From an optimization exercise on the open Yosys and OpenROAD flow, aimed at small area, a short achievable clock period and few clock cycles per item; shortcuts taken in it are not production practice.
In this exercise RTL edits were held to simulation tests only and were not proved equivalent to the original.
No activity file was given, so power comes from the tool's default toggle rates.

==> 09-15: inputs <==
## seq_mult_16bit
module seq_mult_16bit (
    input  wire         clk,
    input  wire         rst_n,
    input  wire         start,
    input  wire [15:0]  a_in,
    input  wire [15:0]  b_in,
    output wire [31:0]  p_out,
    output reg          done
);
==> flow/config.mk <==
export PLATFORM = sky130hd
export DESIGN_NAME = seq_mult_16bit
export DESIGN_NICKNAME = seq_mult_16bit
export VERILOG_FILES = /design/flow/design.v
export SDC_FILE = /design/flow/constraint.sdc
export NUM_CORES = 4
export LEC_CHECK = 0
export ABC_AREA = 1
export CAP_MARGIN = 20
export CORE_MARGIN = 2
export CORE_UTILIZATION = 55
export CTS_BUF_LIST = sky130_fd_sc_hd__clkbuf_4
export CTS_CLUSTER_DIAMETER = 200
export CTS_CLUSTER_SIZE = 64
export SETUP_SLACK_MARGIN = 1.0
export SLEW_MARGIN = 20
==> flow/constraint.sdc <==
create_clock -name core_clock -period 4.5 [get_ports {clk}]
set_input_delay 0.9000 -clock core_clock [delete_from_list [all_inputs] [get_ports {clk}]]
set_output_delay 0.9000 -clock core_clock [all_outputs]
set_load 0.01 [all_outputs]
standard.sh (not shown) runs the stock make flow with config.mk's settings and CLKGATE_MAP_FILE= SYNTH_SCRIPT=/design/flow/synth_recipe.tcl, a recipe that flattens the netlist after the stock synthesis.
==> flow/flow/run.sh <==
#!/bin/bash
set -euo pipefail
cd "$(dirname "$0")/.."
GRT_SETUP_MARGIN=0.6
bash standard.sh \
  "BUFFER_PORTS_ARGS=-buffer_cell sky130_fd_sc_hd__buf_2" \
  "SYNTH_ARGS=-noabc" \
  cts > flow_make_cts.log 2>&1
bash standard.sh \
  "BUFFER_PORTS_ARGS=-buffer_cell sky130_fd_sc_hd__buf_2" \
  "SYNTH_ARGS=-noabc" \
  "SETUP_SLACK_MARGIN=$GRT_SETUP_MARGIN" \
  finish > flow_make.log 2>&1
==> inputs of 06-24, as changes to 09-15 <==
Settings changed: CORE_UTILIZATION 55 to 45, CTS_BUF_LIST sky130_fd_sc_hd__clkbuf_4 to sky130_fd_sc_hd__clkbuf_4 sky130_fd_sc_hd__clkbuf_8, CTS_CLUSTER_DIAMETER 200 to 100, CTS_CLUSTER_SIZE 64 to 32.
==> inputs of 05-05, as changes to 09-15 <==
Settings changed: CTS_BUF_LIST sky130_fd_sc_hd__clkbuf_4 to sky130_fd_sc_hd__clkbuf_4 sky130_fd_sc_hd__clkbuf_8, CTS_CLUSTER_DIAMETER 200 to 100, CTS_CLUSTER_SIZE 64 to 32, SETUP_SLACK_MARGIN 1.0 to 1.1.
==> inputs of 04-18, as changes to 09-15 <==
==> flow/flow/run.sh (replaced) <==
#!/bin/bash
set -euo pipefail
cd "$(dirname "$0")/.."
bash standard.sh \
  "BUFFER_PORTS_ARGS=-buffer_cell sky130_fd_sc_hd__buf_2" \
  "SYNTH_ARGS=-noabc" \
  finish > flow_make.log 2>&1
Settings changed: CORE_UTILIZATION 55 to 65, CTS_BUF_LIST sky130_fd_sc_hd__clkbuf_4 to not set, CTS_CLUSTER_DIAMETER 200 to not set, CTS_CLUSTER_SIZE 64 to not set.
==> results.txt <==
Outcome: 05-05 complete, no violations; 09-15 complete, no violations; 04-18 complete, no violations; 06-24 complete, no violations
Final instance area: 05-05 8680 um^2; 09-15 8250 um^2; 04-18 8830 um^2; 06-24 8160 um^2
Number of diodes: 05-05 0; 09-15 1; 04-18 0; 06-24 0
P_leak: 05-05 3.68 nW; 09-15 3.57 nW; 04-18 3.81 nW; 06-24 3.56 nW
Total internal power: 05-05 2.73 mW; 09-15 2.55 mW; 04-18 2.98 mW; 06-24 2.52 mW
Die Footprint: 05-05 14500 um^2; 09-15 14500 um^2; 04-18 12300 um^2; 06-24 17600 um^2
Detailed-route wire length per cell: 05-05 20.0 um; 09-15 19.1 um; 04-18 20.4 um; 06-24 18.4 um
Clock root buffer: 05-05 clkbuf_8; 09-15 clkbuf_4; 04-18 clkbuf_16; 06-24 clkbuf_8
Sort of element at the end of the critical path: 05-05 primary output; 09-15 flip-flop; 04-18 flip-flop; 06-24 flip-flop
Via count of the first global-routing pass: 05-05 5752; 09-15 5668; 04-18 5790; 06-24 5667
Final core utilization: 05-05 65.8%; 09-15 62.6%; 04-18 78.4%; 06-24 51.0%
First-pass GRT wire length: 05-05 30700 um; 09-15 29700 um; 04-18 30200 um; 06-24 30000 um
Proportion of final cell area spent on non-clock buffers: 05-05 6.13%; 09-15 6.40%; 04-18 7.44%; 06-24 5.79%
Die Y: 05-05 120 um; 09-15 120 um; 04-18 111 um; 06-24 132 um
Number of tap cells inserted: 05-05 176; 09-15 176; 04-18 143; 06-24 216
Final cycle utilization of the critical path: 05-05 78.6%; 09-15 79.4%; 04-18 77.2%; 06-24 79.1%
Setup repair after global routing missed its margin: 05-05 false; 09-15 false; 04-18 true; 06-24 false
Met2 track demand over resource: 05-05 45.1%; 09-15 43.5%; 04-18 49.5%; 06-24 35.6%
Initial DRT Pass Iterations: 05-05 6; 09-15 5; 04-18 5; 06-24 5
Horizontal die dimension: 05-05 120 um; 09-15 120 um; 04-18 111 um; 06-24 132 um
# fillers: 05-05 1034; 09-15 1104; 04-18 717; 06-24 1531
Vias: 05-05 5503; 09-15 5515; 04-18 5720; 06-24 5396
Weighted congestion at the end of routability-driven global placement: 05-05 0.987; 09-15 0.946; 04-18 0.991; 06-24 0.966
Testbench counts of 09-15, summed over its fixed seeds: cycles 2,400, items 2,400.
Testbench counts of 06-24, summed over its fixed seeds: cycles 2,400, items 2,400.
Testbench counts of 05-05, summed over its fixed seeds: cycles 2,400, items 2,400.
Testbench counts of 04-18, summed over its fixed seeds: cycles 2,400, items 2,400.

==> exp/cedar <==
seq_mult_16bit again, from the RTL that the note above started with.
export LEC_CHECK = 0
export ABC_AREA = 1
export CAP_MARGIN = 20
export CORE_MARGIN = 2
export CORE_UTILIZATION = 55
export CTS_BUF_LIST = sky130_fd_sc_hd__clkbuf_4 sky130_fd_sc_hd__clkbuf_8
export CTS_CLUSTER_DIAMETER = 100
export CTS_CLUSTER_SIZE = 32
export SETUP_SLACK_MARGIN = 1.0
export SLEW_MARGIN = 20
create_clock -name core_clock -period 4.5 [get_ports {clk}]
==> flow/flow/run.sh <==
#!/bin/bash
set -euo pipefail
cd "$(dirname "$0")/.."
GRT_SETUP_MARGIN=0.6
RES=orfs/results/${FLOW_PLATFORM:-sky130hd}/seq_mult_16bit/base
VARS=("BUFFER_PORTS_ARGS=-buffer_cell sky130_fd_sc_hd__buf_2" "SYNTH_ARGS=-noabc")
bash standard.sh "${VARS[@]}" synth > flow_make_synth.log 2>&1
cp "$RES/1_2_yosys.v" "$RES/1_2_yosys.pre_fapin.v"
python3 flow/fapin.py "$RES/1_2_yosys.v" > fapin.log 2>&1
rm -f "$RES/1_synth.odb"
bash standard.sh "${VARS[@]}" cts > flow_make_cts.log 2>&1
bash standard.sh "${VARS[@]}" "SETUP_SLACK_MARGIN=$GRT_SETUP_MARGIN" \
  finish > flow_make.log 2>&1
==> flow/flow/fapin.py <==
#!/usr/bin/env python3
"""fapin.py NETLIST: in a mapped sky130hd netlist, reconnect the three inputs
of every full-adder cell (fa_*) so that the input that arrives last (by a
simple delay model) drives CIN, the fastest input to SUM.  A full adder's
outputs are symmetric in A, B and CIN, so the function is unchanged.
Rewrites NETLIST in place and prints how many cells it changed."""
import re
import sys

path = sys.argv[1]
txt = open(path).read()
inst_re = re.compile(r'(sky130_fd_sc_hd__(\w+))\s+(\S+)\s*\((.*?)\);', re.S)
pin_re = re.compile(r'\.(\w+)\(([^()]*)\)')
OUT = {'X', 'Y', 'Q', 'Q_N', 'SUM', 'COUT', 'HI', 'LO'}
insts = []
drv = {}
for m in inst_re.finditer(txt):
    typ, name, body = m.group(2), m.group(3), m.group(4)
    pins = {p: n.strip() for p, n in pin_re.findall(body)}
    insts.append((m, typ, name, pins))
    for p, n in pins.items():
        if p in OUT:
            drv[n] = len(insts) - 1

FA_D = {'A': 0.50, 'B': 0.50, 'CIN': 0.44}
memo = {}


def delay(typ):
    if typ.startswith(('inv', 'clkinv')):
        return 0.08
    if typ.startswith(('buf', 'clkbuf')):
        return 0.15
    if typ.startswith('ha'):
        return 0.30
    return 0.20


def arr(net):
    if net in memo:
        return memo[net]
    memo[net] = 0.0
    if net not in drv:
        a = 1.1                      # input port through its buffer
    else:
        m, typ, name, pins = insts[drv[net]]
        if typ.startswith(('df', 'sdf')):
            a = 0.35
        else:
            ins = [arr(n) for p, n in pins.items() if p not in OUT and n]
            if typ.startswith('fa'):
                s = sorted(ins)
                a = max(s[0] + FA_D['A'], s[1] + FA_D['B'], s[2] + FA_D['CIN'])
            else:
                a = (max(ins) if ins else 0.0) + delay(typ)
    memo[net] = a
    return a


sys.setrecursionlimit(100000)
changed = 0
out = []
last = 0
for m, typ, name, pins in insts:
    if not typ.startswith('fa_'):
        continue
    nets = [pins['A'], pins['B'], pins['CIN']]
    order = sorted(nets, key=arr)
    new = {'A': order[1], 'B': order[0], 'CIN': order[2]}
    if new == {'A': pins['A'], 'B': pins['B'], 'CIN': pins['CIN']}:
        continue
    body = m.group(4)
    for p in ('A', 'B', 'CIN'):
        body = re.sub(r'\.%s\([^()]*\)' % p, '.%s(@@%s@@)' % (p, p), body, count=1)
    for p in ('A', 'B', 'CIN'):
        body = body.replace('@@%s@@' % p, new[p] + (' ' if new[p].startswith('\\') else ''))
    out.append(txt[last:m.start(4)])
    out.append(body)
    last = m.end(4)
    changed += 1
out.append(txt[last:])
open(path, 'w').write(''.join(out))
print(f"fapin: reconnected {changed} of {sum(1 for i in insts if i[1].startswith('fa_'))} full adders")
==> inputs of exp/yarrow, as changes to exp/cedar <==
==> flow/flow/run.sh (replaced) <==
#!/bin/bash
set -euo pipefail
cd "$(dirname "$0")/.."
bash standard.sh \
  "BUFFER_PORTS_ARGS=-buffer_cell sky130_fd_sc_hd__buf_2" \
  "SYNTH_ARGS=-noabc" \
  finish > flow_make.log 2>&1
==> flow/config.mk (replaced) <==
export PLATFORM = sky130hd
export DESIGN_NAME = seq_mult_16bit
export DESIGN_NICKNAME = seq_mult_16bit
export VERILOG_FILES = /design/flow/design.v
export SDC_FILE = /design/flow/constraint.sdc
export NUM_CORES = 4
export LEC_CHECK = 0
export ABC_AREA = 1
export CAP_MARGIN = 20
export CORE_MARGIN = 2
export CORE_UTILIZATION = 65
export SETUP_SLACK_MARGIN = 0.6
export SLEW_MARGIN = 20
removed: flow/flow/fapin.py
==> inputs of exp/sierra, as changes to exp/cedar <==
==> flow/flow/run.sh (replaced) <==
#!/bin/bash
set -euo pipefail
cd "$(dirname "$0")/.."
GRT_SETUP_MARGIN=0.6
bash standard.sh \
  "BUFFER_PORTS_ARGS=-buffer_cell sky130_fd_sc_hd__buf_2" \
  "SYNTH_ARGS=-noabc" \
  cts > flow_make_cts.log 2>&1
bash standard.sh \
  "BUFFER_PORTS_ARGS=-buffer_cell sky130_fd_sc_hd__buf_2" \
  "SYNTH_ARGS=-noabc" \
  "SETUP_SLACK_MARGIN=$GRT_SETUP_MARGIN" \
  finish > flow_make.log 2>&1
--- a/flow/config.mk
+++ b/flow/config.mk
@@ -12,5 +12,5 @@
 export CTS_BUF_LIST = sky130_fd_sc_hd__clkbuf_4 sky130_fd_sc_hd__clkbuf_8
 export CTS_CLUSTER_DIAMETER = 100
 export CTS_CLUSTER_SIZE = 32
-export SETUP_SLACK_MARGIN = 1.0
+export SETUP_SLACK_MARGIN = 0.9
 export SLEW_MARGIN = 20
removed: flow/flow/fapin.py
==> comparison <==
exp/yarrow produced a clean layout. exp/sierra completed with no timing, DRC or antenna violations. exp/cedar finished with timing, DRC and antenna clean.
Utilization: exp/yarrow > exp/cedar > exp/sierra.
Between exp/yarrow and exp/cedar, the lower die area is in exp/yarrow (gap about 15%, measured against exp/cedar).
Sequential cell count is the same in exp/cedar and exp/yarrow.
Setup slack, lowest first: exp/yarrow, exp/sierra, exp/cedar.
Testbench counts of exp/cedar, summed over its fixed seeds: cycles 2,400, items 2,400.
Testbench counts of exp/yarrow, summed over its fixed seeds: cycles 2,400, items 2,400.
Testbench counts of exp/sierra, summed over its fixed seeds: cycles 2,400, items 2,400.

[port drivers added, routing unchanged]
No port has a modelled driver above. Below, the same layouts with a new extraction and two added sets of constraints.
Step 1 sets driving cells, clkbuf_16 on the clock port and buf_2 on the other inputs (assumed; they add their load-dependent delay and slew).
Step 2 adds t to the input delays and takes it off the output delays; t is the mean of the earliest and latest rising clock arrival at the registers after step 1. Input paths then give back, and output paths get back, about the clock's delay inside the block.
a / b / c = no drivers / after step 1 / after step 2; a / b = the first two.
| run | t (ns) | setup WS [ns] | clock arrival spread, ns | worst slew at a driven data input, ns |
|---|---|---|---|---|
| 09-15 | 0.476 | 0.928 / 0.911 / 0.466 | 0.017 / 0.018 | 0.04 |
| 06-24 | 0.405 | 0.942 / 0.942 / 0.550 | 0.013 / 0.013 | 0.04 |
| 05-05 | 0.408 | 0.961 / 0.923 / 0.640 | 0.006 / 0.007 | 0.04 |
| 04-18 | 0.379 | 1.024 / 0.998 / 0.656 | 0.009 / 0.009 | 0.04 |
| exp/cedar | 0.397 | 0.932 / 0.940 / 0.543 | 0.009 / 0.010 | 0.04 |
| exp/yarrow | 0.384 | 0.696 / 0.721 / 0.337 | 0.006 / 0.005 | 0.04 |
| exp/sierra | 0.406 | 0.835 / 0.855 / 0.449 | 0.009 / 0.008 | 0.04 |
After both steps every run listed still meets setup and hold. For 09-15, which loses most, drivers alone change the setup slack by -0.017 ns; drivers and shift together by -0.462 ns.
